This design comes from an exercise in tuning for small area, a short achievable clock period and few clock cycles per item on the open sky130 flow, not from production work.
In this exercise RTL edits were held to simulation tests only and were not proved equivalent to the original.

**flow/config.mk**
```make
export PLATFORM = sky130hd
export DESIGN_NAME = ascon
export DESIGN_NICKNAME = ascon
export VERILOG_FILES = /design/flow/design.v
export SDC_FILE = /design/flow/constraint.sdc
export NUM_CORES = 4
export LEC_CHECK = 0
export CAP_MARGIN = 20
export CORE_MARGIN = 2
export CORE_UTILIZATION = 40
export SLEW_MARGIN = 20
export SETUP_SLACK_MARGIN = 6.5
export BUFFER_PORTS_ARGS = -buffer_cell sky130_fd_sc_hd__buf_1
export CTS_ARGS = -sink_clustering_enable -repair_clock_nets -dont_use_dummy_load -sink_clustering_size 16 -sink_clustering_max_diameter 100
```
**flow/constraint.sdc**
```tcl
create_clock -name core_clock -period 10.0 [get_ports {clock}]
set_input_delay 2.0000 -clock core_clock [delete_from_list [all_inputs] [get_ports {clock}]]
set_output_delay 2.0000 -clock core_clock [all_outputs]
set_load 0.01 [all_outputs]
```
**flow/design.v**
```verilog
`timescale 1ns / 1ps
module ascon_fsm #(
    parameter int G_ROUNDS = 2
) (
    input  logic       clock,
    input  logic       reset_n,
    input  logic       i_sys_enable,
    input  logic       i_start,
    input  logic       i_data_valid,
    output logic       o_run,            
    output logic       o_hold,           
    output logic       o_load,           
    output logic [3:0] o_round,          
    output logic       o_xor_data,       
    output logic       o_xor_key_hi,     
    output logic       o_xor_key_lo,     
    output logic       o_xor_lsb,        
    output logic       o_want,           
    output logic       o_valid_cipher,
    output logic       o_done
);
    logic       running;                 
    logic [2:0] block;                   
    logic       have;                    
    logic       n_running;
    logic [3:0] n_round;
    logic [2:0] n_block;
    logic       n_want;
    logic       n_have;
    logic       n_valid;
    logic       n_done;
    logic       last;
    logic       n_last;
    logic       n_final;
    assign last    = (o_round == 4'(12 - G_ROUNDS));
    assign n_last  = (n_round == 4'(12 - G_ROUNDS));
    assign n_final = (n_block == 3'd5);
    logic n_stall;                       
    logic n_absorb;                      
    assign n_stall  = n_running && n_last && !n_final && !n_have;
    assign n_absorb = n_running && n_last && !n_final && n_have;
    always_comb begin
        n_running = running;
        n_round   = o_round;
        n_block   = block;
        n_want    = o_want;
        n_have    = have;
        n_valid   = 1'b0;
        n_done    = 1'b0;
        if (!i_sys_enable) begin
            n_running = 1'b0;
            n_want    = 1'b0;
            n_have    = 1'b0;
        end
        else if (!running) begin
            if (i_start) begin
                n_running = 1'b1;
                n_round   = 4'd0;
                n_block   = 3'd0;
                n_want    = 1'b1;
                n_have    = 1'b0;
            end
        end
        else begin
            if (o_want && i_data_valid) begin
                n_want = 1'b0;
                n_have = 1'b1;
            end
            if (!last) begin
                n_round = o_round + 4'(G_ROUNDS);
            end
            else if (block == 3'd5) begin
                n_running = 1'b0;
                n_done    = 1'b1;
            end
            else if (have) begin
                n_round = (block == 3'd4) ? 4'd0 : 4'd6;
                n_block = block + 3'd1;
                n_have  = 1'b0;
                n_want  = (block != 3'd4);
                n_valid = (block != 3'd0);
            end
        end
    end
    always_ff @(posedge clock or negedge reset_n) begin
        if (!reset_n) begin
            running        <= 1'b0;
            o_round        <= 4'd0;
            block          <= 3'd0;
            o_want         <= 1'b0;
            have           <= 1'b0;
            o_valid_cipher <= 1'b0;
            o_done         <= 1'b0;
            o_run          <= 1'b0;
            o_hold         <= 1'b0;
            o_load         <= 1'b1;
            o_xor_data     <= 1'b1;
            o_xor_key_hi   <= 1'b1;
            o_xor_key_lo   <= 1'b0;
            o_xor_lsb      <= 1'b0;
        end
        else begin
            running        <= n_running;
            o_round        <= n_round;
            block          <= n_block;
            o_want         <= n_want;
            have           <= n_have;
            o_valid_cipher <= n_valid;
            o_done         <= n_done;
            o_run          <= n_running && !n_stall;
            o_hold         <= n_stall;
            o_load         <= !n_running;
            o_xor_data     <= !n_running || (n_absorb);
            o_xor_key_hi   <= !n_running || (n_absorb && (n_block == 3'd4));
            o_xor_key_lo   <= n_running && n_last && ((n_absorb && (n_block == 3'd0)) || n_final);
            o_xor_lsb      <= n_absorb && (n_block == 3'd1);
        end
    end
endmodule
`timescale 1ns / 1ps
module addition_layer
(
    input  logic [  3:0] i_round,
    input  logic [319:0] i_state,
    output logic [319:0] o_state
);
    assign o_state[319:136] = i_state[319:136];
    assign o_state[135:128] = i_state[135:128] ^ {~i_round, i_round};
    assign o_state[127:0]   = i_state[127:0];
endmodule
`timescale 1ns / 1ps
module sbox
(
    input  logic [4:0] i_data,
    output logic [4:0] o_data
);
    logic a0, a1, a2, a3, a4;
    logic b0, b1, b2, b3, b4;
    assign a0 = i_data[4] ^ i_data[0];
    assign a1 = i_data[3];
    assign a2 = i_data[2] ^ i_data[3];
    assign a3 = i_data[1];
    assign a4 = i_data[0] ^ i_data[1];
    assign b0 = a0 ^ (~a1 & a2);
    assign b1 = a1 ^ (~a2 & a3);
    assign b2 = a2 ^ (~a3 & a4);
    assign b3 = a3 ^ (~a4 & a0);
    assign b4 = a4 ^ (~a0 & a1);
    assign o_data[4] = b0 ^ b4;
    assign o_data[3] = b1 ^ b0;
    assign o_data[2] = ~b2;
    assign o_data[1] = b3 ^ b2;
    assign o_data[0] = b4;
endmodule
`timescale 1ns / 1ps
module substitution_layer
(
    input  logic [319:0] i_state,
    output logic [319:0] o_state
);
    for (genvar i = 0; i < 64; i++) begin : g_sbox
        sbox sbox_i (
            .i_data({i_state[256+i], i_state[192+i], i_state[128+i], i_state[64+i], i_state[i]}),
            .o_data({o_state[256+i], o_state[192+i], o_state[128+i], o_state[64+i], o_state[i]})
        );
    end
endmodule
`timescale 1ns / 1ps
module diffusion_layer
(
    input  logic [319:0] i_state,
    output logic [319:0] o_state
);
    logic [63:0] x0, x1, x2, x3, x4;
    assign {x0, x1, x2, x3, x4} = i_state;
    assign o_state[319:256] = x0 ^ {x0[18:0], x0[63:19]} ^ {x0[27:0], x0[63:28]};
    assign o_state[255:192] = x1 ^ {x1[60:0], x1[63:61]} ^ {x1[38:0], x1[63:39]};
    assign o_state[191:128] = x2 ^ {x2[0], x2[63:1]} ^ {x2[5:0], x2[63:6]};
    assign o_state[127:64]  = x3 ^ {x3[9:0], x3[63:10]} ^ {x3[16:0], x3[63:17]};
    assign o_state[63:0]    = x4 ^ {x4[6:0], x4[63:7]} ^ {x4[40:0], x4[63:41]};
endmodule
`timescale 1ns / 1ps
module permutation #(
    parameter int G_ROUNDS = 2
) (
    input  logic [319:0] i_state,
    input  logic [  3:0] i_round,
    output logic [319:0] o_state
);
    logic [320*(G_ROUNDS+1)-1:0] s;
    assign s[319:0] = i_state;
    for (genvar i = 0; i < G_ROUNDS; i++) begin : g_round
        logic [  3:0] r;
        logic [319:0] added;
        logic [319:0] substituted;
        if ((G_ROUNDS & (G_ROUNDS - 1)) == 0) begin : g_or
            assign r = i_round | 4'(i);
        end
        else begin : g_add
            assign r = i_round + 4'(i);
        end
        addition_layer addition_layer_i (
            .i_round(r),
            .i_state(s[320*i+:320]),
            .o_state(added)
        );
        substitution_layer substitution_layer_i (
            .i_state(added),
            .o_state(substituted)
        );
        diffusion_layer diffusion_layer_i (
            .i_state(substituted),
            .o_state(s[320*(i+1)+:320])
        );
    end
    assign o_state = s[320*G_ROUNDS+:320];
endmodule
`timescale 1ns / 1ps
module ascon
(
    input  logic         clock,
    input  logic         reset_n,
    input  logic         i_sys_enable,
    input  logic         i_start,
    input  logic         i_data_valid,
    input  logic [ 63:0] i_data,
    input  logic [127:0] i_key,
    input  logic [127:0] i_nonce,
    output logic [ 63:0] o_cipher,
    output logic [127:0] o_tag,
    output logic         o_valid_cipher,
    output logic         o_done,
    output logic         o_ready
);
    localparam int K = 1;   
    logic [319:0] state;
    logic [319:0] round_out;
    logic [319:0] mask;
    logic         run;
    logic         hold;
    logic         load;
    logic [  3:0] round;
    logic         xor_data;
    logic         xor_key_hi;
    logic         xor_key_lo;
    logic         xor_lsb;
    logic         want;
    logic         valid_q;
    logic         done_q;
    permutation #(.G_ROUNDS(K)) permutation_inst (
        .i_state(state),
        .i_round(round),
        .o_state(round_out)
    );
    assign mask = {
        (i_data & {64{xor_data}}) | (state[319:256] & {64{hold}}),
        (i_key & {128{xor_key_hi}}) | (state[255:128] & {128{hold}}),
        (i_key & {128{xor_key_lo}}) | (i_nonce & {128{load}}) | (state[127:0] & {128{hold}})
    } ^ {319'd0, xor_lsb};
    always_ff @(posedge clock) begin
        state <= (round_out & {320{run}}) ^ mask;
    end
    ascon_fsm #(.G_ROUNDS(K)) ascon_fsm_inst (
        .clock         (clock),
        .reset_n       (reset_n),
        .i_sys_enable  (i_sys_enable),
        .i_start       (i_start),
        .i_data_valid  (i_data_valid),
        .o_run         (run),
        .o_hold        (hold),
        .o_load        (load),
        .o_round       (round),
        .o_xor_data    (xor_data),
        .o_xor_key_hi  (xor_key_hi),
        .o_xor_key_lo  (xor_key_lo),
        .o_xor_lsb     (xor_lsb),
        .o_want        (want),
        .o_valid_cipher(valid_q),
        .o_done        (done_q)
    );
    assign o_cipher       = state[319:256];
    assign o_tag          = state[127:0];
    assign o_valid_cipher = valid_q;
    assign o_done         = done_q;
    assign o_ready        = want;
endmodule
```
**flow/flow/run.sh**
```bash
#!/bin/bash
# The standard layout (standard.sh) with these changes:
# - synthesis is synth_recipe.tcl with its ABC mapping script replaced by
#   flow/abc_area.script (an area-recovering mapping); everything else in
#   synthesis, the flip-flops included, is as in the standard synthesis;
# - the port buffers are inserted as the smallest buffer (timing repair
#   upsizes them where needed);
# - clock tree synthesis inserts no dummy loads and uses larger sink clusters.
# Each tool's output goes to standard.log and ORFS's own logs under orfs/logs.
set -e
export MY_ABC_SCRIPT="$PWD/flow/abc_area.script"
{
  echo 'proc abc {args} { set i [lsearch -exact $args -script]; if {$i >= 0} { lset args [expr {$i + 1}] $::env(MY_ABC_SCRIPT) }; yosys abc {*}$args }'
  cat synth_recipe.tcl
} > my_synth.tcl
sed "s#SYNTH_SCRIPT=[^ ]*synth_recipe.tcl#SYNTH_SCRIPT=$PWD/my_synth.tcl#" standard.sh > my_standard.sh
grep -q "my_synth.tcl" my_standard.sh
echo "export SETUP_SLACK_MARGIN = 6.5" >> config.mk
echo "export BUFFER_PORTS_ARGS = -buffer_cell sky130_fd_sc_hd__buf_1" >> config.mk
echo "export CTS_ARGS = -sink_clustering_enable -repair_clock_nets -dont_use_dummy_load -sink_clustering_size 16 -sink_clustering_max_diameter 100" >> config.mk
bash my_standard.sh > standard.log 2>&1
```
**flow/flow/abc_area.script**
```
strash
&get -n
&st
&dch
&nf -R 1000
&put
topo
stime -c
```
**flow/standard.sh**
```bash
#!/bin/bash
# synth_recipe.tcl (not shown) runs the flow's synth.tcl, then flattens the netlist and writes it again
# the make line also repeats each setting of config.mk as NAME=value (left out here)
make -C /OpenROAD-flow-scripts/flow DESIGN_CONFIG=/design/flow/config.mk WORK_HOME=/design/flow/orfs CLKGATE_MAP_FILE= SYNTH_SCRIPT=/design/flow/synth_recipe.tcl "${@:-finish}"
```
==> results of run 1 <==
[area by class of cell]
class	instances	area, um^2	share of cell area (%)
flip-flops and latches	339	6900	22.0
multi-input cells	2577	19900	63.4
inverters	133	499	1.59
clock buffers	27	676	2.15
repair buffers	557	2250	7.15
well taps	950	1190	3.78
[repair_timing]
action,CTS,global route
buffers inserted,0,0
gates resized for setup,0,3
endpoints found under the setup margin,0,2
[final timing paths]
path                            start                      end  slack (ps)  cells after the start
max                        state[105]               o_tag[105]        6540                      1
min                        state[242]               state[242]         620                      2
max reg2reg                 state[66]               state[258]        6610                      8
min reg2reg                state[242]               state[242]         620                      2
max in group asynchronous     reset_n    ascon_fsm_inst.o_hold        8250                      1
min in group asynchronous     reset_n  ascon_fsm_inst.block[2]        1380                      1
[layout by cell type, fill, tap and decap left out, types with 3 or more instances in the layout]
cell and count:
a21oi_1 75, a222oi_1 128, a22oi_1 192, buf_1 518, buf_4 37, clkbuf_16 27
clkinv_1 133, dfrtp_1 13, dfrtp_4 3, dfxtp_1 320, ha_1 132, nand2_1 344
nand2b_1 60, nand3_1 6, nor2_1 130, nor2b_1 8, nor3_1 3, o21ai_0 63
xnor2_1 885, xor2_1 531, xor2_2 3
[per-stage QoR]
stage | setup WS, ps
CTS | 6560
floorplan | 6610
finish | 6540
global route | 6540
global placement | 6030
detailed placement | 6050
[cell families (layout without fill, tap and decap cells)]
logic type,after synthesis,in the layout
flip-flops,339,339
buffers and inverters,325,717
AND/OR/NAND/NOR,557,557
adder cells (fa/ha/maj),132,132
AO/OA/AOI/OAI,468,468
XOR/XNOR,1420,1420
[flip-flops by register name (all words and copies together), names as in the netlist]
signal and cells:
ascon_fsm_inst.o_xor_key_lo 1, ascon_fsm_inst.o_xor_key_hi 1, ascon_fsm_inst.o_xor_data 1, ascon_fsm_inst.o_run 1, ascon_fsm_inst.have 1, ascon_fsm_inst.o_xor_lsb 1
ascon_fsm_inst.o_done 1, ascon_fsm_inst.o_load 1, ascon_fsm_inst.running 1, ascon_fsm_inst.o_hold 1, ascon_fsm_inst.o_valid_cipher 1, ascon_fsm_inst.block 3
state 320, ascon_fsm_inst.o_round 4, ascon_fsm_inst.o_want 1
[per-layer routing]
metal	wire length [um]	part of all wire (%)
met4	8600	6.7
met5	0	0
met2	56800	44
met1	51000	39
met3	12800	9.9
==> impl_results.md, run 1 <==
* Status: timing/DRC/antenna clean
* Distinct cells, synth at 30
* Die ar. at 73900 um^2
* FFs w/ async S/R, synth at 5.60%
* Pins Over Slew Limit at 0
* Htree depth at 1
* Vias per cell at 5.61
* Final hold vios at 0
* Fill count at 7367
* MaxCap Viol Count at 0
* Syn Inst Count at 3241
* Worst-Skew Late Latency at 610 ps
* Layout cell share with drive strength beyond 1 at 2.15%
* Vias in the first global route at 24200
* Synth Area in Compound Gates at 12.2%
* CTS buffer count at 27
* Drt wl/cell at 28.2 um
* Final instance area at 31400 um^2
* CP bufs+invs at 1
* Startpoint types: flip-flop
* Critical path class: flip-flop to primary output
* Final estimated routing congestion in global placement at 1.03
* Clock Skews at 42.0 ps
* Worst hold slack at 616 ps
* Antenna Nets Post-Route at 0
* Die width at 272 um
* Critical Path, Cell by Cell: buf_1
* Mapped Area at 28700 um^2
* Met1 GRT Util at 43.7%
* Via Count at 25700
* Final core occ at 44.1%
* Met3 Usage GRT at 5.43%
* Clk buf depth at 3
* Syn Area/Cell at 8.85 um^2
* Syn Nets at 3698
* Detailed Route WL at 129000 um
* First-pass GRT wire length at 178000 um
* First-pass detailed-route iteration total at 8
* Critical Path AT at 1460 ps
* CTS Sinks at 339
* Final min period at 3460 ps
* Synth top area share at 27.0%
* CTS tree: yes
* Clock-pin slew on the worst setup and hold paths at 80 ps
* Relative slew slack at 20.3%
* Synth Area in Simple Gates at 7.98%
* Post-DP Area at 30700 um^2
* Slowest-stage cell, CP: dfxtp_1
* Initial Utilization at 40.3%
* Post-synth top flop: dfxtp_1
* Number of cell rows at 98
* Most common cell in the netlist: xnor2_1
* Hold Path Class: flip-flop to flip-flop
* CTS root buf: clkbuf_16
* GR Overflow Total at 0
* Die height at 272 um
* Synth area leader: xnor2_1
* Ant diodes at 0
* Post-synthesis mux area share at 0%
* Crit path largest cell delay at 610 ps
* Post-synth EDFFs at 0
* Non-filler cells, final at 4583
* Synth Area in Adders at 5.76%
* Fin crit share at 34.6%
* GR peak layer: met2
* Setup_tns at 0 ps
* Final #Nets at 4092
* CP delay by family, top: flip-flops
* RSZ-0062 raised after global routing: false
* Largest family of logic cells by synthesized area: XOR/XNOR gates
* Tot GR Track Use at 33.5%
* CTS Hold Bufs at 0
* Post-Synth XOR/XNOR Area at 43.3%
* Dpl cells at 4556
* Fmax at 289 MHz
* Critical path peak fanout at 6
* Met2 usage at 52.4%
* Top post-synthesis cells by count: xnor2_1, xor2_1, nand2_1, dfxtp_1
* DRC Markers at 0
* I/O Buffers at 519
* Most area-consuming cells after synthesis: xnor2_1, dfxtp_1, xor2_1
* Slew @ Worst Pin at 1190 ps
* Yosys warning total at 2
* Crit. End Element: primary output
* Critical path required time at 8000 ps
* Part of the Yosys area used for sequential elements at 24.0%
* Synth Register Bits at 339
* P&R area growth vs syn at 9.50%
* # IOs at 520
* Initial antenna violation count at 0
* Post-DP HPWL at 105000 um
* Final setup viols at 0
* Core ar. at 71200 um^2
* Largest net degree at the start of global routing at 181
* Starting DRT DRC Count at 3587
Testbench counts, summed over its fixed seeds: cycles 9,416, messages 192.
==> run 2, diff against run 1 <==
--- a/flow/flow/run.sh
+++ b/flow/flow/run.sh
@@ -17,3 +17,3 @@
 grep -q "my_synth.tcl" my_standard.sh
-echo "export SETUP_SLACK_MARGIN = 6.5" >> config.mk
+echo "export SETUP_SLACK_MARGIN = 7.0" >> config.mk
 echo "export BUFFER_PORTS_ARGS = -buffer_cell sky130_fd_sc_hd__buf_1" >> config.mk
--- a/flow/config.mk
+++ b/flow/config.mk
@@ -11,3 +11,3 @@
 export SLEW_MARGIN = 20
-export SETUP_SLACK_MARGIN = 6.5
+export SETUP_SLACK_MARGIN = 7.0
 export BUFFER_PORTS_ARGS = -buffer_cell sky130_fd_sc_hd__buf_1
==> run 2 against run 1 <==
  * Sequential cell count is the same
  * Core utilization grew 6.5 points
  * Critical endpoint is now o_cipher[59]
  * Critical path depth is the same
  * Clock skew grew 23 ps
  * Design area grew 15%
  * Synthesized cell count is the same
==> impl_results.md, run 2 <==
* Status: timing/DRC/antenna clean
* Crit. End Element: primary output
* Relative slew slack at 17.1% (-3.3 points)
* Max reg flops at 320 (unchanged)
* Final hold vios at 0 (unchanged)
* Die height at 272 um (unchanged)
* Post-DP HPWL at 106000 um (+0.26%)
* Critical Path, Cell by Cell: clkbuf_2
* Part of the Yosys area used for sequential elements at 24.0% (unchanged)
* Final #Nets at 4315 (+5.4%)
* Die width at 272 um (unchanged)
* Most common cell after layout, fill and taps aside: xnor2_1
* MaxCap Viol Count at 0 (unchanged)
* Antenna Nets Post-Route at 0 (unchanged)
* Synth Area in Adders at 5.76% (unchanged)
* First-pass GRT wire length at 187000 um (+5.4%)
* Ant diodes at 0 (unchanged)
* Critical path peak fanout at 3 (-3)
* Hold Path Class: flip-flop to flip-flop
* First-pass detailed-route iteration total at 10 (+2)
* Syn Nets at 3698 (unchanged)
* Drt wl/cell at 28.3 um (+0.45%)
* Detailed Route WL at 136000 um (+5.3%)
* Tot GR Track Use at 35.1% (+1.6 points)
* Synth Area in Simple Gates at 7.98% (unchanged)
* Critical path required time at 8000 ps (about the same)
* CTS buffer count at 28 (+3.7%)
* Post-Synth XOR/XNOR Area at 43.3% (unchanged)
* Non-filler cells, final at 4806 (+4.9%)
* Syn Inst Count at 3241 (unchanged)
* Top reg by flops: state
* # IOs at 520 (unchanged)
* Slowest-stage cell, CP: dfxtp_4
* Final instance area at 36000 um^2 (+15%)
* Initial Utilization at 40.3% (unchanged)
* Die ar. at 73900 um^2 (unchanged)
* CTS root buf: clkbuf_16
* Startpoint types: flip-flop
* Largest registers: state x320, ascon_fsm_inst.o_round x4, ascon_fsm_inst.block x3
* Top post-synthesis cells by count: xnor2_1, xor2_1, nand2_1, dfxtp_1
* CTS tree: yes
* DRC Markers at 0 (unchanged)
* RSZ-0062 raised after global routing: true
* Crit path largest cell delay at 430 ps (-180 ps)
* Yosys warning total at 2 (unchanged)
* Post-synthesis mux area share at 0% (unchanged)
* Setup_tns at 0 ps (unchanged)
* GR Overflow Total at 0 (unchanged)
* Synth Area in Compound Gates at 12.2% (unchanged)
* Most area-consuming cells after synthesis: xnor2_1, dfxtp_1, xor2_1
* Final min period at 3190 ps (-265 ps)
* Synth top area share at 27.0% (unchanged)
* Largest family of logic cells by synthesized area: XOR/XNOR gates
* I/O Buffers at 519 (unchanged)
* Dpl cells at 4550 (-0.13%)
* Fin crit share at 31.9% (-2.7 points)
* Post-synth top flop: dfxtp_1
* Synth area leader: xnor2_1
* Final estimated routing congestion in global placement at 1.07 (+3.2%)
* Post-DP Area at 30800 um^2 (about the same)
* Mapped Area at 28700 um^2 (unchanged)
* Clock Skews at 64.6 ps (+22.6 ps)
* Htree depth at 1 (unchanged)
* Post-synth EDFFs at 0 (unchanged)
* Pins Over Slew Limit at 0 (unchanged)
* Number of cell rows at 98 (unchanged)
* Synth Register Bits at 339 (unchanged)
* CP delay by family, top: flip-flops
* Core ar. at 71200 um^2 (unchanged)
* Most frequent cells in the layout: xnor2_1, xor2_1, nand2_1, buf_1, buf_4
* CP bufs+invs at 1 (unchanged)
* Via Count at 27100 (+5.6%)
* Fmax at 313 MHz (+8.3%)
* Critical Path AT at 1190 ps (-270 ps)
* Vias in the first global route at 25900 (+7.2%)
* Distinct cells, synth at 30 (unchanged)
* Worst-Skew Late Latency at 620 ps (about the same)
* Clock-pin slew on the worst setup and hold paths at 90 ps (about the same)
* CTS Sinks at 339 (unchanged)
* Syn Area/Cell at 8.85 um^2 (unchanged)
* Fill count at 6835 (-7.2%)
* Vias per cell at 5.65 (+0.75%)
* Critical path class: flip-flop to primary output
* Final setup viols at 0 (unchanged)
* Layout cell share with drive strength beyond 1 at 20.2% (+18 points)
* P&R area growth vs syn at 25.6%
* Clk buf depth at 3 (unchanged)
* Slew @ Worst Pin at 1240 ps (+53.1 ps)
* Starting DRT DRC Count at 3699 (+3.1%)
* Initial antenna violation count at 1 (+1)
* FFs w/ async S/R, synth at 5.60% (unchanged)
* Largest net degree at the start of global routing at 201 (+11%)
* Most common cell in the netlist: xnor2_1
[run 2: cell count changes in the layout (fill, tap and decap cells not counted), sizes merged]
cell,previous run,this run
buf,556,774
clkbuf,28,33
[run 2: metrics by stage]
stage / hold slack, ps / setup WS (ps) / utilization [%]
3_5_place_dp: 591 / 6330 / 43.2
3_3_place_gp: 594 / 6310 / 43.1
5_1_grt: 642 / 6790 / 50.6
6_report: 589 / 6810 / 50.6
2_1_floorplan: 553 / 6830 / -
4_1_cts: 594 / 6720 / 49.6
[run 2: repair_timing]
item,CTS,global route
setup endpoints to repair,262,240
hold buffers,0,0
setup buffers,189,38
pin swaps,0,2
gates resized for setup,830,57
[run 2: final timing paths]
path                                          startpoint                        end  slack (ps)  cells after the start
worst max-delay path                          state[315]               o_cipher[59]        6810                      1
worst min-delay path            ascon_fsm_inst.o_xor_lsb                   state[0]         590                      2
worst max register to register                 state[72]                  state[72]        6880                      9
worst min register to register  ascon_fsm_inst.o_xor_lsb                   state[0]         590                      2
max in group asynchronous                        reset_n      ascon_fsm_inst.o_hold        8290                      1
min in group asynchronous                        reset_n  ascon_fsm_inst.o_round[3]        1340                      1
[run 2: metal layers]
metal	GRT usage (%)	wire, um	vias to the layer above
met4	20.3	9520	2
li1	-	-	11900
met3	6.22	14200	380
met1	45.1	51900	13100
met2	55.5	60400	1714
met5	0	12	-
[run 2: worst min-delay path, delay by kind of cell, from the launching register on]
| kind | cells | cell delay, ps |
|---|---|---|
| XOR/XNOR | 2 | 210 |
| flip-flops | 1 | 350 |
[run 2: kinds of logic after synthesis]
group | Yosys count
AND/OR/NAND/NOR | 557
buffers and inverters | 325
AO/OA/AOI/OAI | 468
flip-flops | 339
adder cells (fa/ha/maj) | 132
XOR/XNOR | 1420
[run 2: layout make-up]
| type | instances | area, um^2 | area share (%) |
|---|---|---|---|
| Clock buffer | 28 | 701 | 1.94 |
| Inverter | 133 | 500 | 1.39 |
| Multi-Input combinational cell | 2577 | 20600 | 57.2 |
| Sequential cell | 339 | 7580 | 21.0 |
| Tap cell | 950 | 1190 | 3.30 |
| Timing Repair Buffer | 779 | 5450 | 15.1 |
==> run 3, diff against run 2 <==
--- a/flow/design.v
+++ b/flow/design.v
@@ -234,3 +234,3 @@
 );
-    localparam int K = 1;   
+    localparam int K = 2;   
     logic [319:0] state;
--- a/flow/flow/run.sh
+++ b/flow/flow/run.sh
@@ -17,3 +17,3 @@
 grep -q "my_synth.tcl" my_standard.sh
-echo "export SETUP_SLACK_MARGIN = 7.0" >> config.mk
+echo "export SETUP_SLACK_MARGIN = 5.3" >> config.mk
 echo "export BUFFER_PORTS_ARGS = -buffer_cell sky130_fd_sc_hd__buf_1" >> config.mk
--- a/flow/config.mk
+++ b/flow/config.mk
@@ -11,3 +11,3 @@
 export SLEW_MARGIN = 20
-export SETUP_SLACK_MARGIN = 7.0
+export SETUP_SLACK_MARGIN = 5.3
 export BUFFER_PORTS_ARGS = -buffer_cell sky130_fd_sc_hd__buf_1
==> run 3 against run 2 <==
  * Critical path type is now flip-flop to flip-flop
  * Highest routed layer unchanged
  * Core utilization decreased by 0.89 points
  * Clock skew down 14 ps
  * Sequential share of layout area decreased by 7.6 points
  * Register-to-register slack got worse by 2100 ps
  * Design area increased by 43%
  * Die area rose by 44%
  * Setup slack worse by 2000 ps
  * Global-route usage up 12 points
  * Synthesized cell count is 47% higher
==> impl_results.md, run 3 <==
* Syn Area/Cell at 8.75 um^2 (-1.1%)
* Final setup viols at 0 (unchanged)
* Htree depth at 1 (unchanged)
* Clk buf depth at 3 (unchanged)
* Largest registers: state x320, ascon_fsm_inst.o_round x4, ascon_fsm_inst.block x3
* Number of cell rows at 118 (+20%)
* Layout cell share with drive strength beyond 1 at 13.9% (-6.4 points)
* Post-synth EDFFs at 0 (unchanged)
* Final min period at 5180 ps (+1980 ps)
* Pins Over Slew Limit at 0 (unchanged)
* First-pass detailed-route iteration total at 7 (-3)
* Post-synth top flop: dfxtp_1
* Initial antenna violation count at 12 (+11)
* Vias in the first global route at 37200 (+43%)
* Critical Path AT at 5720 ps (+4530 ps)
* Crit. End Element: flip-flop
* Hold Path Class: flip-flop to flip-flop
* Synth area leader: xnor2_1
* Most area-consuming cells after synthesis: xnor2_1, xor2_1, dfxtp_1
* Startpoint types: flip-flop
* CTS buffer count at 28 (unchanged)
* Critical path class: flip-flop to flip-flop
* Final hold vios at 0 (unchanged)
* Via Count at 39500 (+46%)
* Starting DRT DRC Count at 5802 (+57%)
* Crit path largest cell delay at 1030 ps (+600 ps)
* Critical path peak fanout at 5 (+2)
* Yosys warning total at 2 (unchanged)
* RSZ-0062 raised after global routing: true
* Top reg by flops: state
* DRC Markers at 0 (unchanged)
* Status: timing/DRC/antenna clean
* CTS Hold Bufs at 0 (unchanged)
* Final core occ at 49.7% (-0.89 points)
* Syn Nets at 5336 (+44%)
* Die height at 326 um (+20%)
* Post-DP HPWL at 226000 um (+110%)
* Critical path required time at 10550 ps (+2550 ps)
* Core ar. at 103000 um^2 (+45%)
* P&R area growth vs syn at 23.5%
* Synth top area share at 32.4% (+5.3 points)
* Fin crit share at 51.8% (+20 points)
* Final setup margin at 4820 ps (-1980 ps)
* Syn Inst Count at 4751 (+47%)
* Clock Skews at 50.5 ps (-14.1 ps)
* Slew @ Worst Pin at 1260 ps (+25.2 ps)
* # IOs at 520 (unchanged)
* CTS Sinks at 339 (unchanged)
* Die ar. at 107000 um^2 (+44%)
* First-pass GRT wire length at 338000 um (+80%)
* Mapped Area at 41600 um^2 (+45%)
* CTS tree: yes
* Synth Register Bits at 339 (unchanged)
* Distinct cells, synth at 35 (+17%)
* Worst-Skew Late Latency at 680 ps (+60 ps)
* Die width at 326 um (+20%)
* Vias per cell at 5.83 (+3.3%)
* Top post-synthesis cells by count: xnor2_1, xor2_1, nand2_1, dfxtp_1, ha_1
* GR Overflow Total at 0 (unchanged)
* Relative slew slack at 15.1% (-2.0 points)
* Most common cell in the netlist: xnor2_1
* Clock-pin slew on the worst setup and hold paths at 80 ps (about the same)
* Largest net degree at the start of global routing at 155 (-23%)
* Final estimated routing congestion in global placement at 1.15 (+7.5%)
* Tot GR Track Use at 47.4% (+12 points)
* Slowest-stage cell, CP: xnor2_1
* MaxCap Viol Count at 0 (unchanged)
* Part of the Yosys area used for sequential elements at 16.6% (-7.4 points)
* Antenna Nets Post-Route at 0 (unchanged)
* Max reg flops at 320 (unchanged)
* Most common cell after layout, fill and taps aside: xnor2_1
* Drt wl/cell at 38.6 um (+36%)
* Most frequent cells in the layout: xnor2_1, xor2_1, buf_1, nand2_1, dfxtp_1
* Detailed Route WL at 261000 um (+92%)
* Initial Utilization at 40.2% (-0.043 points)
* Fill count at 10000 (+46%)
* FFs w/ async S/R, synth at 5.60% (unchanged)
* Setup_tns at 0 ps (unchanged)
* CTS root buf: clkbuf_16
* Setup WS pre-CTS at 3810 ps (-2520 ps)
* I/O Buffers at 519 (unchanged)
* Fmax at 193 MHz (-38%)
* Final #Nets at 5978 (+39%)
* Critical Path, Cell by Cell: xnor2_1, xor2_1, xnor2_1, xnor2_2, ha_1, xor2_1, buf_4, xor2_2, xnor2_2, xnor2_2, nand2_1, xor2_1
-- run 3: per-stage QoR --
stage               hold WS [ps]  instances  cell area (um^2)
floorplan                    553       4751             41600
global placement             590       6694             46200
detailed placement           605       6705             46500
CTS                          621       6738             49900
global route                 644       6771             51400
finish                       617       6776             51400
-- run 3: worst max-delay path, delay by kind of cell, from the launching register on --
family / cells / cell delay (ps)
XOR/XNOR: 9 / 3730
adder cells (fa/ha/maj): 1 / 430
flip-flops: 1 / 380
buffers and inverters: 1 / 270
AND/OR/NAND/NOR: 1 / 220
-- run 3: layout make-up --
type / instances / area, um^2 / area share (%)
multi-input cells: 4025 / 37100 / 72.1
flip-flops and latches: 339 / 6910 / 13.5
repair buffers: 804 / 4230 / 8.24
well taps: 1380 / 1730 / 3.36
inverters: 195 / 732 / 1.43
clock buffers: 28 / 701 / 1.36
diodes: 5 / 12.5 / 0.0244
-- run 3: metal layers --
metal	global-route usage, %	vias to the layer above	share of wire, %
li1	-	16600	-
met1	60.0	19600	38
met2	70.5	2671	42
met3	11.2	664	11
met4	34.0	10	9.2
met5	0	-	0.026
-- run 3: kinds of logic after synthesis --
logic type      Yosys count  synth area share (%)
mux                      58                  1.40
xor+xnor               2502                  52.7
simple gates            649                  6.40
fa+ha+maj               292                  8.59
compound gates          524                  9.12
flops                   339                  16.6
buf+inv                 387                  5.23
-- run 3: final timing paths --
kind	start	endpoint	slack, ps	cells after the start
max reg2reg	state[37]	state[116]	4820	12
min in group asynchronous	reset_n	ascon_fsm_inst.o_hold	1290	1
min reg2reg	ascon_fsm_inst.o_want	ascon_fsm_inst.o_want	620	1
min	ascon_fsm_inst.o_want	ascon_fsm_inst.o_want	620	1
max	state[37]	state[116]	4820	12
max in group asynchronous	reset_n	ascon_fsm_inst.o_xor_key_lo	8350	1
-- run 3: repair_timing --
action | in CTS | in global routing
setup buffers | 5 | 33
endpoints found under the setup margin | 243 | 119
resized for setup | 315 | 129
hold endpoints to repair | 0 | 0
pin swaps | 7 | 21
Testbench counts of run 3, summed over its fixed seeds: cycles 4,808, messages 192.
==> run 4, diff against run 3 <==
--- a/flow/design.v
+++ b/flow/design.v
@@ -234,3 +234,3 @@
 );
-    localparam int K = 2;   
+    localparam int K = 1;   
     logic [319:0] state;
--- a/flow/flow/run.sh
+++ b/flow/flow/run.sh
@@ -17,3 +17,3 @@
 grep -q "my_synth.tcl" my_standard.sh
-echo "export SETUP_SLACK_MARGIN = 5.3" >> config.mk
+echo "export SETUP_SLACK_MARGIN = 6.5" >> config.mk
 echo "export BUFFER_PORTS_ARGS = -buffer_cell sky130_fd_sc_hd__buf_1" >> config.mk
--- a/flow/config.mk
+++ b/flow/config.mk
@@ -9,5 +9,6 @@
 export CORE_MARGIN = 2
-export CORE_UTILIZATION = 40
+export CORE_UTILIZATION = 55
+export PLACE_DENSITY = 0.65
 export SLEW_MARGIN = 20
-export SETUP_SLACK_MARGIN = 5.3
+export SETUP_SLACK_MARGIN = 6.5
 export BUFFER_PORTS_ARGS = -buffer_cell sky130_fd_sc_hd__buf_1
==> run 4 against run 3 <==
  * Critical path depth down 4
  * Hold slack better by 14 ps
  * Core utilization up 11 points
  * Sequential cell count unchanged
  * Still clean on timing, DRC and antenna
  * Clock skew is 12 ps lower
  * Maximum frequency grew 44%
==> impl_results.md, run 4 <==
* P&R area growth vs syn at 8.42%
* Critical path class: flip-flop to flip-flop
* CTS tree: yes
* Relative slew slack at 13.2% (-1.9 points)
* Worst reg-to-reg path cell count at 8 (-4)
* Post-synth EDFFs at 0 (unchanged)
* Slowest-stage cell, CP: xnor2_1
* Vias in the first global route at 24900 (-33%)
* Syn Nets at 3698 (-31%)
* Mapped Area at 28700 um^2 (-31%)
* # IOs at 520 (unchanged)
* Critical Path, Cell by Cell: xor2_1, nor2_1, xnor2_2, xnor2_1, xnor2_1, xnor2_1, nand2_1, xor2_1
* Antenna Nets Post-Route at 0 (unchanged)
* Startpoint types: flip-flop
* Core ar. at 51400 um^2 (-50%)
* Fmax at 278 MHz (+44%)
* Synth Register Bits at 339 (unchanged)
* Final hold vios at 0 (unchanged)
* Drt wl/cell at 29.1 um (-24%)
* Reg2reg start: state[50]
* Post-DP HPWL at 102000 um (-55%)
* CP bufs+invs at 0 (-1)
* Crit. End Element: flip-flop
* RSZ-0062 raised after global routing: true
* Critical Path AT at 4070 ps (-1650 ps)
* FFs w/ async S/R, synth at 5.60% (unchanged)
* Most area-consuming cells after synthesis: xnor2_1, dfxtp_1, xor2_1
* Top reg by flops: state
* Synth top area share at 27.0% (-5.3 points)
* CP delay by family, top: XOR/XNOR gates
* Most used cell, CP: xnor2_1
* Clock-pin slew on the worst setup and hold paths at 80 ps (about the same)
* CTS Hold Bufs at 0 (unchanged)
* Post-synth top flop: dfxtp_1
* Final min period at 3600 ps (-1570 ps)
* Via Count at 26300 (-33%)
* Critical path required time at 10470 ps (-80 ps)
* Syn Inst Count at 3241 (-32%)
* GR Overflow Total at 0 (unchanged)
* Most common cell after layout, fill and taps aside: xnor2_1
* Setup_tns at 0 ps (unchanged)
* Crit path largest cell delay at 780 ps (-250 ps)
* Final #Nets at 4092 (-32%)
* Vias per cell at 6.10 (+4.6%)
* Die height at 232 um (-29%)
* R2R setup slack at 6400 ps (+1570 ps)
* Slew @ Worst Pin at 1290 ps (+28.6 ps)
* Distinct cells, synth at 30 (-14%)
* Final estimated routing congestion in global placement at 1.07 (-6.5%)
* Post-CTS resize count at 2 (-99%)
* CTS root buf: clkbuf_16
* Initial antenna violation count at 0 (-12)
* Worst-Skew Late Latency at 600 ps (-80 ps)
* Die ar. at 54000 um^2 (-49%)
* Clock Skews at 38.8 ps (-11.8 ps)
* CTS Sinks at 339 (unchanged)
* Final setup viols at 0 (unchanged)
* First-pass detailed-route iteration total at 8 (+1)
* Hold Path Class: flip-flop to flip-flop
* Max reg flops at 320 (unchanged)
* Largest net degree at the start of global routing at 183 (+18%)
* Clk buf depth at 3 (unchanged)
* DRC Markers at 0 (unchanged)
* Postcts setup bufs at 0 (-5)
* Setup WS pre-CTS at 6140 ps (+2320 ps)
* Initial Utilization at 55.8% (+16 points)
* I/O Buffers at 519 (unchanged)
* Fin crit share at 36.0% (-16 points)
* Most common cell in the netlist: xnor2_1
* Layout cell share with drive strength beyond 1 at 2.28% (-12 points)
* CP Depth at 8 (-4)
* Largest registers: state x320, ascon_fsm_inst.o_round x4, ascon_fsm_inst.block x3
* Most frequent cells in the layout: xnor2_1, xor2_1, buf_1, nand2_1, dfxtp_1
* Die width at 232 um (-29%)
* Crit path to: state[287]
* Syn Area/Cell at 8.85 um^2 (+1.2%)
* Part of the Yosys area used for sequential elements at 24.0% (+7.4 points)
* MaxCap Viol Count at 0 (unchanged)
* Starting DRT DRC Count at 4037 (-30%)
* Yosys warning total at 2 (unchanged)
* Top post-synthesis cells by count: xnor2_1, xor2_1, nand2_1, dfxtp_1
* Detailed Route WL at 126000 um (-52%)
* Final setup margin at 6400 ps (+1570 ps)
* Htree depth at 1 (unchanged)
* CTS buffer count at 26 (-7.1%)
* R2r endpoint: state[287]
* First-pass GRT wire length at 174000 um (-49%)
* Tot GR Track Use at 44.9% (-2.4 points)
* Status: timing/DRC/antenna clean
* Critical path peak fanout at 5 (unchanged)
* Number of cell rows at 83 (-30%)
* Pins Over Slew Limit at 0 (unchanged)
* Synth area leader: xnor2_1
* Worst setup path start: state[50]
## run 4: worst min-delay path: cells and delay by family, from the launching register on
family / cells / cell delay (ps)
simple gates: 1 / 100
flops: 1 / 410
compound gates: 1 / 80
## run 4: through the flow
stage	hold slack [ps]	instances	area (um^2)	utilization, %
2_1_floorplan	553	3241	28700	-
3_3_place_gp	597	4285	30400	59.1
3_5_place_dp	613	4285	30400	59.1
4_1_cts	627	4311	31100	60.4
5_1_grt	646	4313	31100	60.5
6_report	631	4314	31100	60.5
## run 4: area by class of cell
class                      instances  area [um^2]
tap                              680          851
fill                            4830        20300
multi-input combinational       2577        19900
inverter                         133          499
antenna                            1         2.50
sequential                       339         6900
timing repair buffer             558         2250
clock buffer                      26          651
## run 4: kinds of logic (layout without fill, tap and decap cells)
group	Yosys count	in the layout	synth area share [%]
other cells	0	1	0
flops	339	339	24.0
simple gates	557	557	7.98
compound gates	468	468	12.2
fa+ha+maj	132	132	5.76
buf+inv	325	717	6.76
xor+xnor	1420	1420	43.3
## run 4: worst min path at each step
stage,from,to,depth (start not counted)
global route,state[252],state[252],2
CTS,ascon_fsm_inst.o_want,ascon_fsm_inst.o_want,2
floorplan,ascon_fsm_inst.o_xor_lsb,state[0],2
global placement,ascon_fsm_inst.o_want,ascon_fsm_inst.o_want,2
detailed placement,state[129],state[129],2
finish,ascon_fsm_inst.o_want,ascon_fsm_inst.o_want,2
## run 4: metal layers
metal	routed length [um]	GRT usage (%)	share of wire, %
met1	48400	59.6	38
met2	53900	68.2	43
met3	14300	6.84	11
met4	9110	28.3	7.2
met5	0	0	0
Testbench counts of run 4, summed over its fixed seeds: cycles 9,416, messages 192.
==> run 5, diff against run 4 <==
--- a/flow/design.v
+++ b/flow/design.v
@@ -187,2 +187,3 @@
     input  logic [  3:0] i_round,
+    input  logic         i_enable,     
     output logic [319:0] o_state
@@ -195,2 +196,3 @@
         logic [319:0] substituted;
+        logic [319:0] gated;
         if ((G_ROUNDS & (G_ROUNDS - 1)) == 0) begin : g_or
@@ -210,4 +212,10 @@
         );
+        if (i == G_ROUNDS - 1) begin : g_gate
+            assign gated = substituted & {320{i_enable}};
+        end
+        else begin : g_pass
+            assign gated = substituted;
+        end
         diffusion_layer diffusion_layer_i (
-            .i_state(substituted),
+            .i_state(gated),
             .o_state(s[320*(i+1)+:320])
@@ -252,2 +260,3 @@
         .i_round(round),
+        .i_enable(run),
         .o_state(round_out)
@@ -260,3 +269,3 @@
     always_ff @(posedge clock) begin
-        state <= (round_out & {320{run}}) ^ mask;
+        state <= round_out ^ mask;
     end
--- a/flow/config.mk
+++ b/flow/config.mk
@@ -9,4 +9,3 @@
 export CORE_MARGIN = 2
-export CORE_UTILIZATION = 55
-export PLACE_DENSITY = 0.65
+export CORE_UTILIZATION = 40
 export SLEW_MARGIN = 20
==> run 5 against run 4 <==
  * Design area hardly changed
  * Core utilization decreased by 16 points
  * Critical path type is now flip-flop to primary output
  * Sequential cell count stayed put
  * Synthesized cell count down 0.19%
  * Setup slack improved by 150 ps
  * Routed wire length rose by 11%
==> impl_results.md, run 5 <==
* Status: timing/DRC/antenna clean
* Final setup viols at 0 (unchanged)
* Worst-Skew Late Latency at 610 ps (about the same)
* Fill count at 7371 (+53%)
* R2r endpoint: state[109]
* Final core occ at 44.2% (-16 points)
* Yosys warning total at 2 (unchanged)
* Slowest-stage cell, CP: dfxtp_1
* Sequential Area at 6900 um^2 (unchanged)
* Syn Nets at 3692 (-0.16%)
* Critical Path, Cell by Cell: buf_1
* Syn Inst Count at 3235 (-0.19%)
* Worst setup path start: state[119]
* Top reg by flops: state
* Post-DP HPWL at 115000 um (+12%)
* Tot GR Track Use at 36.1% (-8.8 points)
* Drt wl/cell at 30.7 um (+5.2%)
* P&R area growth vs syn at 8.97%
* Slew @ Worst Pin at 1210 ps (-79.9 ps)
* Number of cell rows at 97 (+17%)
* Non-filler cells, final at 4548 (+5.4%)
* Critical path peak fanout at 5 (unchanged)
* Final #Nets at 4067 (-0.61%)
* Crit path largest cell delay at 640 ps (-140 ps)
* Starting DRT DRC Count at 3861 (-4.4%)
* Synth top area share at 27.1% (+0.11 points)
* Final estimated routing congestion in global placement at 1.05 (-2.0%)
* Detailed Route WL at 139000 um (+11%)
* Syn Area/Cell at 8.83 um^2 (-0.32%)
* # IOs at 520 (unchanged)
* Htree depth at 1 (unchanged)
* Most frequent cells in the layout: xnor2_1, buf_1, xor2_1, nand2_1, dfxtp_1
* Critical Path AT at 1450 ps (-2620 ps)
* Die ar. at 73500 um^2 (+36%)
* Post-synth EDFFs at 0 (unchanged)
* Post-synth top flop: dfxtp_1
* Pins Over Slew Limit at 0 (unchanged)
* Initial antenna violation count at 3 (+3)
* Synth area leader: xnor2_1
* CP delay by family, top: flip-flops
* CP Depth at 1 (-7)
* First-pass detailed-route iteration total at 10 (+2)
* Fin crit share at 34.5% (-1.5 points)
* Max reg flops at 320 (unchanged)
* I/O Buffers at 519 (unchanged)
* Mapped Area at 28500 um^2 (-0.50%)
* Most area-consuming cells after synthesis: xnor2_1, dfxtp_1, xor2_1
* CTS Sinks at 339 (unchanged)
* GR Overflow Total at 0 (unchanged)
* DRC Markers at 0 (unchanged)
* Critical path required time at 8000 ps (-2470 ps)
* Clk buf depth at 3 (unchanged)
* Relative slew slack at 19.1% (+5.9 points)
* First-pass GRT wire length at 188000 um (+8.1%)
* Clock-pin slew on the worst setup and hold paths at 70 ps (about the same)
* CTS Hold Bufs at 0 (unchanged)
* Clock Skews at 32.1 ps (-6.71 ps)
* Crit path to: o_tag[119]
* Multi-input logic area at 19700 um^2 (-1.1%)
* MaxCap Viol Count at 0 (unchanged)
* Vias in the first global route at 24100 (-3.3%)
* Critical path class: flip-flop to primary output
* Most common cell after layout, fill and taps aside: xnor2_1
* FFs w/ async S/R, synth at 5.60% (unchanged)
* Crit. End Element: primary output
* Top post-synthesis cells by count: xnor2_1, xor2_1, nand2_1, dfxtp_1
* Part of the Yosys area used for sequential elements at 24.1% (+0.12 points)
* Most common cell in the netlist: xnor2_1
* CTS root buf: clkbuf_16
* Die height at 271 um (+17%)
* Vias per cell at 5.75 (-5.8%)
* Core ar. at 70400 um^2 (+37%)
* Largest net degree at the start of global routing at 133 (-27%)
* Antenna Nets Post-Route at 0 (unchanged)
* CTS buffer count at 27 (+3.8%)
* Setup_tns at 0 ps (unchanged)
* Distinct cells, synth at 33 (+10%)
* CP bufs+invs at 1 (+1)
* Largest registers: state x320, ascon_fsm_inst.o_round x4, ascon_fsm_inst.block x3
* RSZ-0062 raised after global routing: false
* Via Count at 26100 (-0.69%)
* Final hold vios at 0 (unchanged)
* Initial Utilization at 40.6% (-15 points)
* Fmax at 290 MHz (+4.4%)
* R2R setup slack at 6680 ps (+280 ps)
* Reg2reg start: ascon_fsm_inst.o_hold
* Startpoint types: flip-flop
* Final min period at 3450 ps (-153 ps)
* Layout cell share with drive strength beyond 1 at 1.52% (-0.76 points)
* Die width at 271 um (+17%)
* Synth Register Bits at 339 (unchanged)
* Worst reg-to-reg path cell count at 5 (-3)
* CTS tree: yes
* Hold Path Class: flip-flop to flip-flop
* Dpl cells at 4520 (+5.5%)
* Ant diodes at 0 (-1)
## run 5: changes by cell type in the layout (fill, tap and decap cells not counted), sizes merged, moves of 19 or more
cell / previous run / this run
buf: 556 / 537
o21ai: 64 / 118
a21oi: 76 / 131
xor2: 534 / 473
nor2: 130 / 17
nor2b: 8 / 65
nand2b: 60 / 2
nand2: 344 / 393
## run 5: cell type report
cell class / instances / area share, %
clock buffers: 27 / 2.17
inverters: 133 / 1.60
multi-input cells: 2571 / 63.4
flip-flops and latches: 339 / 22.2
well taps: 940 / 3.78
repair buffers: 538 / 6.83
## run 5: how the worst min path moves through the flow
stage	from	end	slack (ps)	cells past startpoint
after floorplan	ascon_fsm_inst.block[0]	ascon_fsm_inst.block[0]	560	1
after global placement	ascon_fsm_inst.o_want	ascon_fsm_inst.o_want	570	1
after detailed placement	ascon_fsm_inst.o_want	ascon_fsm_inst.o_want	560	1
after CTS	ascon_fsm_inst.o_want	ascon_fsm_inst.o_want	580	1
after global routing	ascon_fsm_inst.o_want	ascon_fsm_inst.o_want	620	1
final	ascon_fsm_inst.o_want	ascon_fsm_inst.o_want	580	1
## run 5: metrics by stage
stage	setup slack, ps	hold slack [ps]	cell area (um^2)
after floorplan	6590	561	28600
after global placement	6110	569	30400
after detailed placement	6090	563	30400
after CTS	6520	580	31100
after global routing	6530	618	31100
final	6550	578	31100
## run 5: per-layer routing
layer  vias up  part of all wire, %  global-route usage, %
met1     12700                   40                   47.6
met3       304                   10                   6.93
met5         -                0.011                      0
li1      11600                    -                      -
met2      1559                   43                   55.7
met4         2                  6.7                   19.5
## run 5: what timing repair did
| action | CTS | global route |
|---|---|---|
| setup endpoints to repair | 1 | 7 |
| setup buffers | 0 | 1 |
| gates resized for setup | 1 | 2 |
## run 5: kinds of logic after synthesis
family | after synthesis | share of synthesized area [%]
buffers and inverters | 325 | 6.80
AOI/OAI and AO/OA | 585 | 14.3
xor gates and xnor gates | 1358 | 41.7
adders and majority gates | 132 | 5.78
and+or+nand+nor | 496 | 7.31
DFF | 339 | 24.1
Testbench counts of run 5, summed over its fixed seeds: cycles 9,416, messages 192.
==> run 6, diff against run 5 <==
--- a/flow/flow/run.sh
+++ b/flow/flow/run.sh
@@ -17,3 +17,3 @@
 grep -q "my_synth.tcl" my_standard.sh
-echo "export SETUP_SLACK_MARGIN = 6.5" >> config.mk
+echo "export SETUP_SLACK_MARGIN = 6.8" >> config.mk
 echo "export BUFFER_PORTS_ARGS = -buffer_cell sky130_fd_sc_hd__buf_1" >> config.mk
--- a/flow/config.mk
+++ b/flow/config.mk
@@ -11,3 +11,3 @@
 export SLEW_MARGIN = 20
-export SETUP_SLACK_MARGIN = 6.5
+export SETUP_SLACK_MARGIN = 6.8
 export BUFFER_PORTS_ARGS = -buffer_cell sky130_fd_sc_hd__buf_1
==> run 6 against run 5 <==
  * Non-clock buffer count increased by 5
  * Sequential share of layout area grew 0.86 points
  * First-iteration DRC count fell by 2.4%
  * Design area increased by 1.6%
  * Clock skew grew 7.9 ps
  * Highest routed layer unchanged
  * Core utilization grew 0.71 points
  * Global-route usage is 0.22 points lower
  * Maximum frequency up 3.7%
  * Register-to-register slack about the same
  * Die area stayed put
==> impl_results.md, run 6 <==
* Final hold vios at 0 (unchanged)
* Clock-pin slew on the worst setup and hold paths at 80 ps (about the same)
* CTS Sinks at 339 (unchanged)
* Critical path required time at 10480 ps (+2480 ps)
* Most area-consuming cells after synthesis: xnor2_1, dfxtp_1, xor2_1
* Htree depth at 1 (unchanged)
* Relative slew slack at 28.7% (+9.5 points)
* MaxCap Viol Count at 0 (unchanged)
* Top reg by flops: state
* Synth top area share at 27.1% (unchanged)
* Final estimated routing congestion in global placement at 1.01 (-3.8%)
* Setup WS pre-CTS at 6160 ps (+64.6 ps)
* CTS tree: yes
* P&R area growth vs syn at 10.7%
* Vias per cell at 5.69 (-1.1%)
* Starting DRT DRC Count at 3768 (-2.4%)
* CTS buffer count at 26 (-3.7%)
* Syn Nets at 3692 (unchanged)
* Tot GR Track Use at 35.9% (-0.22 points)
* Die width at 271 um (unchanged)
* Detailed Route WL at 138000 um (-0.96%)
* First-pass detailed-route iteration total at 10 (unchanged)
* I/O Buffers at 519 (unchanged)
* GR Overflow Total at 0 (unchanged)
* Critical path peak fanout at 7 (+2)
* Synth Register Bits at 339 (unchanged)
* Setup_tns at 0 ps (unchanged)
* Largest net degree at the start of global routing at 170 (+28%)
* First-pass GRT wire length at 187000 um (-0.47%)
* Via Count at 25900 (-0.94%)
* Critical Path AT at 3800 ps (+2350 ps)
* Synth area leader: xnor2_1
* Startpoint types: flip-flop
* Post-synth top flop: dfxtp_1
* Final setup margin at 6670 ps (+123 ps)
* Status: timing/DRC/antenna clean
* DRC Markers at 0 (unchanged)
* Yosys warning total at 2 (unchanged)
* Most frequent cells in the layout: xnor2_1, buf_1, xor2_1, nand2_1, a22oi_1
* Vias in the first global route at 24000 (-0.18%)
* Number of cell rows at 97 (unchanged)
* Die height at 271 um (unchanged)
* Drt wl/cell at 30.3 um (-1.1%)
* Mapped Area at 28500 um^2 (unchanged)
* Final #Nets at 4071 (+0.098%)
* Fmax at 301 MHz (+3.7%)
* Final setup viols at 0 (unchanged)
* Distinct cells, synth at 33 (unchanged)
* FFs w/ async S/R, synth at 5.60% (unchanged)
* Largest registers: state x320, ascon_fsm_inst.o_round x4, ascon_fsm_inst.block x3
* Worst-Skew Late Latency at 610 ps (about the same)
* Part of the Yosys area used for sequential elements at 24.1% (unchanged)
* Syn Area/Cell at 8.83 um^2 (unchanged)
* Crit. End Element: flip-flop
* Max reg flops at 320 (unchanged)
* Most common cell in the netlist: xnor2_1
* Clock Skews at 40.0 ps (+7.88 ps)
* Initial antenna violation count at 5 (+2)
* Hold Path Class: flip-flop to flip-flop
* Core ar. at 70400 um^2 (unchanged)
* Fin crit share at 33.3% (-1.2 points)
* Syn Inst Count at 3235 (unchanged)
* Final min period at 3330 ps (-123 ps)
* Post-DP HPWL at 114000 um (-0.49%)
* Antenna Nets Post-Route at 0 (unchanged)
* RSZ-0062 raised after global routing: false
* Layout cell share with drive strength beyond 1 at 7.95% (+6.4 points)
* Initial Utilization at 40.6% (unchanged)
* Clk buf depth at 3 (unchanged)
* Top post-synthesis cells by count: xnor2_1, xor2_1, nand2_1, dfxtp_1
* CTS root buf: clkbuf_16
* Die ar. at 73500 um^2 (unchanged)
* Critical path class: flip-flop to flip-flop
* # IOs at 520 (unchanged)
* Most common cell after layout, fill and taps aside: xnor2_1
* Pins Over Slew Limit at 0 (unchanged)
* Slew @ Worst Pin at 1070 ps (-143 ps)
* Post-synth EDFFs at 0 (unchanged)
run 6: through the flow:
step | utilization [%] | area [um^2] | hold WS [ps] | cells
finish | 44.9 | 31600 | 571 | 4554
CTS | 44.7 | 31500 | 576 | 4551
floorplan | - | 28600 | 566 | 3235
global route | 44.9 | 31600 | 593 | 4553
global placement | 43.2 | 30400 | 559 | 4521
detailed placement | 43.2 | 30400 | 559 | 4521
run 6: cell type report:
| class | instances | area (um^2) |
|---|---|---|
| clock buffers | 26 | 651 |
| repair buffers | 543 | 2220 |
| well taps | 940 | 1180 |
| diodes | 2 | 5.00 |
| flip-flops and latches | 339 | 7290 |
| fillers | 7279 | 38800 |
| multi-input cells | 2571 | 19800 |
| inverters | 133 | 499 |
run 6: final timing paths:
check,from,endpoint,slack [ps],cells after the start
min in group asynchronous,reset_n,ascon_fsm_inst.o_round[0],1340,2
worst min register to register,ascon_fsm_inst.o_want,ascon_fsm_inst.o_want,570,1
worst max register to register,ascon_fsm_inst.o_round[2],state[117],6670,7
worst max-delay path,ascon_fsm_inst.o_round[2],state[117],6670,7
max in group asynchronous,reset_n,ascon_fsm_inst.o_load,8380,2
worst min-delay path,ascon_fsm_inst.o_want,ascon_fsm_inst.o_want,570,1
run 6: cell families (layout without fill, tap and decap cells):
group,after synthesis,after routing,share of synthesized area (%)
fa+ha+maj,132,132,5.78
simple gates,496,496,7.31
compound gates,585,585,14.3
other cells,0,2,0
xor+xnor,1358,1358,41.7
buf+inv,325,702,6.80
flops,339,339,24.1
run 6: timing repair:
item | in CTS | in global routing
hold buffers | 0 | 0
buffers inserted | 4 | 1
resized for setup | 242 | 54
setup endpoints to repair | 190 | 91
run 6: routing by layer:
layer	wire [um]	track usage, %	vias to the layer above
li1	-	-	11600
met1	55400	47.4	12500
met2	60600	56.2	1508
met3	13600	6.55	276
met4	8380	18.2	6
met5	34	0	-
run 6: critical path, cell delays in order, from the launching register on:
cell	delay [ps]
dfrtp_1	470
xnor2_1	720
ha_1	370
xor2_1	430
xor2_1	190
nand2_1	250
xnor2_1	630
xnor2_1	130
==> run 7, diff against run 6 <==
--- a/flow/flow/run.sh
+++ b/flow/flow/run.sh
@@ -4,3 +4,4 @@
 #   flow/abc_area.script (an area-recovering mapping); everything else in
-#   synthesis, the flip-flops included, is as in the standard synthesis;
+#   synthesis, the flip-flops included, is as in the standard synthesis,
+#   except that no half or full adders are extracted (ADDER_MAP_FILE empty);
 # - the port buffers are inserted as the smallest buffer (timing repair
@@ -20,2 +21,3 @@
 echo "export CTS_ARGS = -sink_clustering_enable -repair_clock_nets -dont_use_dummy_load -sink_clustering_size 16 -sink_clustering_max_diameter 100" >> config.mk
+echo "export ADDER_MAP_FILE =" >> config.mk
 bash my_standard.sh > standard.log 2>&1
--- a/flow/config.mk
+++ b/flow/config.mk
@@ -14 +14,2 @@
 export CTS_ARGS = -sink_clustering_enable -repair_clock_nets -dont_use_dummy_load -sink_clustering_size 16 -sink_clustering_max_diameter 100
+export ADDER_MAP_FILE =
==> run 7 against run 6 <==
  * Still clean on timing, DRC and antenna
  * Design area decreased by 1.4%
  * Sequential cell count unchanged
  * Final cell count about the same
  * Maximum frequency increased by 2.9%
  * First-iteration DRC count increased by 7.9%
  * Routed wire length decreased by 0.43%
  * Core utilization increased by 0.39 points
  * Non-clock buffer count increased by 13
  * Setup slack improved by 93 ps
  * Area after synthesis decreased by 2.3%
  * Critical path type unchanged
  * Critical endpoint is now state[199]
==> impl_results.md, run 7 <==
* Hold Path Class: flip-flop to flip-flop
* Layout cell share with drive strength beyond 1 at 9.61% (+1.7 points)
* Final #Nets at 3948 (-3.0%)
* Final hold vios at 0 (unchanged)
* Mapped Area at 27900 um^2 (-2.3%)
* Max reg flops at 320 (unchanged)
* Starting DRT DRC Count at 4065 (+7.9%)
* Vias per cell at 5.88 (+3.4%)
* Tot GR Track Use at 36.8% (+0.84 points)
* Clock-pin slew on the worst setup and hold paths at 80 ps (about the same)
* CTS buffer count at 26 (unchanged)
* Status: timing/DRC/antenna clean
* Worst reg-to-reg path cell count at 6 (-1)
* Htree depth at 1 (unchanged)
* Final min period at 3230 ps (-92.6 ps)
* CP Depth at 6 (-1)
* Setup_tns at 0 ps (unchanged)
* Final setup viols at 0 (unchanged)
* Number of cell rows at 96 (-1.0%)
* Non-filler cells, final at 4556 (+0.044%)
* Crit path to: state[199]
* Setup WS pre-CTS at 6110 ps (-51.5 ps)
* Hold path cells at 2 (+1)
* Most common cell after layout, fill and taps aside: xnor2_1
* Fin crit share at 32.3% (-0.93 points)
* Most frequent cells in the layout: xnor2_1, buf_1, xor2_1, nand2_1, o21ai_0
* Top reg by flops: state
* Reg2reg start: ascon_fsm_inst.o_run
* Distinct cells, synth at 35 (+6.1%)
* Part of the Yosys area used for sequential elements at 24.7% (+0.56 points)
* GR Overflow Total at 0 (unchanged)
* Syn Nets at 3556 (-3.7%)
* Die width at 268 um (-1.1%)
* Slew @ Worst Pin at 1240 ps (+171 ps)
* DRC Markers at 0 (unchanged)
* Critical Path, Cell by Cell: buf_6, buf_6, o21ai_0, a21oi_1, xnor2_1, xnor2_1
* Relative slew slack at 17.3% (-11 points)
* Dpl cells at 4517 (-0.088%)
* Worst setup path start: ascon_fsm_inst.o_run
* Worst-Skew Late Latency at 600 ps (about the same)
* CTS tree: yes
* Post-synth top flop: dfxtp_1
* Initial Utilization at 40.5% (about the same)
* First-pass GRT wire length at 186000 um (-0.73%)
* Most common cell in the netlist: xnor2_1
* FFs w/ async S/R, synth at 5.60% (unchanged)
* Die ar. at 71900 um^2 (-2.3%)
* Post-synth EDFFs at 0 (unchanged)
* Top post-synthesis cells by count: xnor2_1, dfxtp_1, xor2_1, nand2_1, o21ai_0
* Syn Inst Count at 3231 (-0.12%)
* # IOs at 520 (unchanged)
* R2R setup slack at 6770 ps (+90 ps)
* P&R area growth vs syn at 11.8%
* CTS Hold Bufs at 0 (unchanged)
* Initial antenna violation count at 6 (+1)
* Slowest-stage cell, CP: a21oi_1
* CTS root buf: clkbuf_16
* RSZ-0062 raised after global routing: false
* Post-DP HPWL at 112000 um (-1.7%)
* Critical path class: flip-flop to flip-flop
* Final core occ at 45.3% (+0.39 points)
* Vias in the first global route at 24200 (+0.52%)
* Most area-consuming cells after synthesis: xnor2_1, dfxtp_1, xor2_1
==> run 7: changes by cell type in the layout (fill, tap and decap cells not counted), moves of 48 or more <==
cell / change
nand2b_1: +173
ha_1: -132
nor2b_1: -63
a21oi_1: +48
clkinv_1: -124
nand2_1: -115
o211ai_1: +56
nor2_1: +66
xnor2_1: +114
o21ai_0: +121
xor2_1: -161
==> run 7: area by class of cell <==
type	instances	area [um^2]	share of cell area, %
Clock buffer	26	651	2.09
Multi-Input combinational cell	2691	19600	62.9
Inverter	9	33.8	0.108
Sequential cell	339	7330	23.5
Antenna cell	4	10.0	0.0321
Tap cell	931	1160	3.74
Timing Repair Buffer	556	2370	7.61
==> run 7: worst reg2reg max path: cells and delay by family, from the launching register on <==
kind	cells	cell delay [ps]
AOI/OAI and AO/OA	2	1120
buffers and inverters	2	1070
DFF	1	530
xor gates and xnor gates	2	400
==> run 7: cells by family (layout without fill, tap and decap cells) <==
| group | after synthesis | in the layout | share of synthesized area (%) |
|---|---|---|---|
| fa+ha+maj | 2 | 2 | 0.0718 |
| mux | 4 | 4 | 0.144 |
| simple gates | 562 | 562 | 9.38 |
| other cells | 0 | 4 | 0 |
| compound gates | 808 | 808 | 19.1 |
| buf+inv | 201 | 591 | 5.29 |
| flops | 339 | 339 | 24.7 |
| xor+xnor | 1315 | 1315 | 41.3 |
==> run 7: per-stage QoR <==
step | hold slack, ps
after floorplan | 546
after global placement | 597
after detailed placement | 608
after CTS | 636
after global routing | 676
final | 629
==> run 7: what timing repair did <==
action                                 in CTS  in global routing
endpoints found under the hold margin       0                  0
setup buffers                               1                  7
pin swaps                                   1                  3
setup endpoints to repair                 302                 79
resized for setup                         289                 75
==> run 7: worst min-delay path by stage <==
stage	from	to	slack, ps
6_report	state[135]	state[135]	630
5_1_grt	ascon_fsm_inst.block[2]	ascon_fsm_inst.block[2]	680
4_1_cts	state[135]	state[135]	640
3_5_place_dp	state[135]	state[135]	610
3_3_place_gp	state[134]	state[134]	600
2_1_floorplan	ascon_fsm_inst.block[2]	ascon_fsm_inst.block[2]	550
==> run 7: per-layer routing <==
layer	up-vias	global-route usage [%]	routed length, um
met3	296	7.36	14400
met5	-	0	40
met4	6	21.1	9150
met2	1660	56.6	59800
li1	11800	-	-
met1	13000	47.8	54000

[re-timing with driven ports]
In the flow no input, the clock included, has a driving cell. The finished layouts below were timed again as built, in two steps.
Step 1 (the two cells are an assumption about what drives the block):
set clk [get_ports {clock}]
set_driving_cell -lib_cell sky130_fd_sc_hd__clkbuf_16 $clk
set_driving_cell -lib_cell sky130_fd_sc_hd__buf_2 [delete_from_list [all_inputs] $clk]
Step 2 adds t to the input delays and takes it off the output delays; t is the mean of the earliest and latest rising clock arrival at the registers after step 1. Input paths then give back, and output paths get back, about the clock's delay inside the block.
a / b / c = ideal / step 1 / step 2; a / b = the first two.
run	t (ns)	slack for setup (ns)	worst setup path after step 2	clock arrival spread, ns
run 1	0.661	6.541 / 6.469 / 6.146	input to register	0.043 / 0.043
run 2	0.651	6.806 / 6.740 / 6.503	input to register	0.065 / 0.065
run 3	0.732	4.823 / 4.823 / 4.823	register to register	0.051 / 0.050
run 4	0.649	6.398 / 6.398 / 6.150	input to register	0.039 / 0.039
run 5	0.661	6.551 / 6.484 / 6.230	input to register	0.033 / 0.033
run 6	0.656	6.674 / 6.674 / 6.417	input to register	0.040 / 0.040
run 7	0.659	6.766 / 6.733 / 6.166	input to register	0.017 / 0.017
After both steps every run listed still meets setup and hold. For run 7, which loses most, drivers alone change the setup slack by -0.033 ns; drivers and shift together by -0.600 ns.
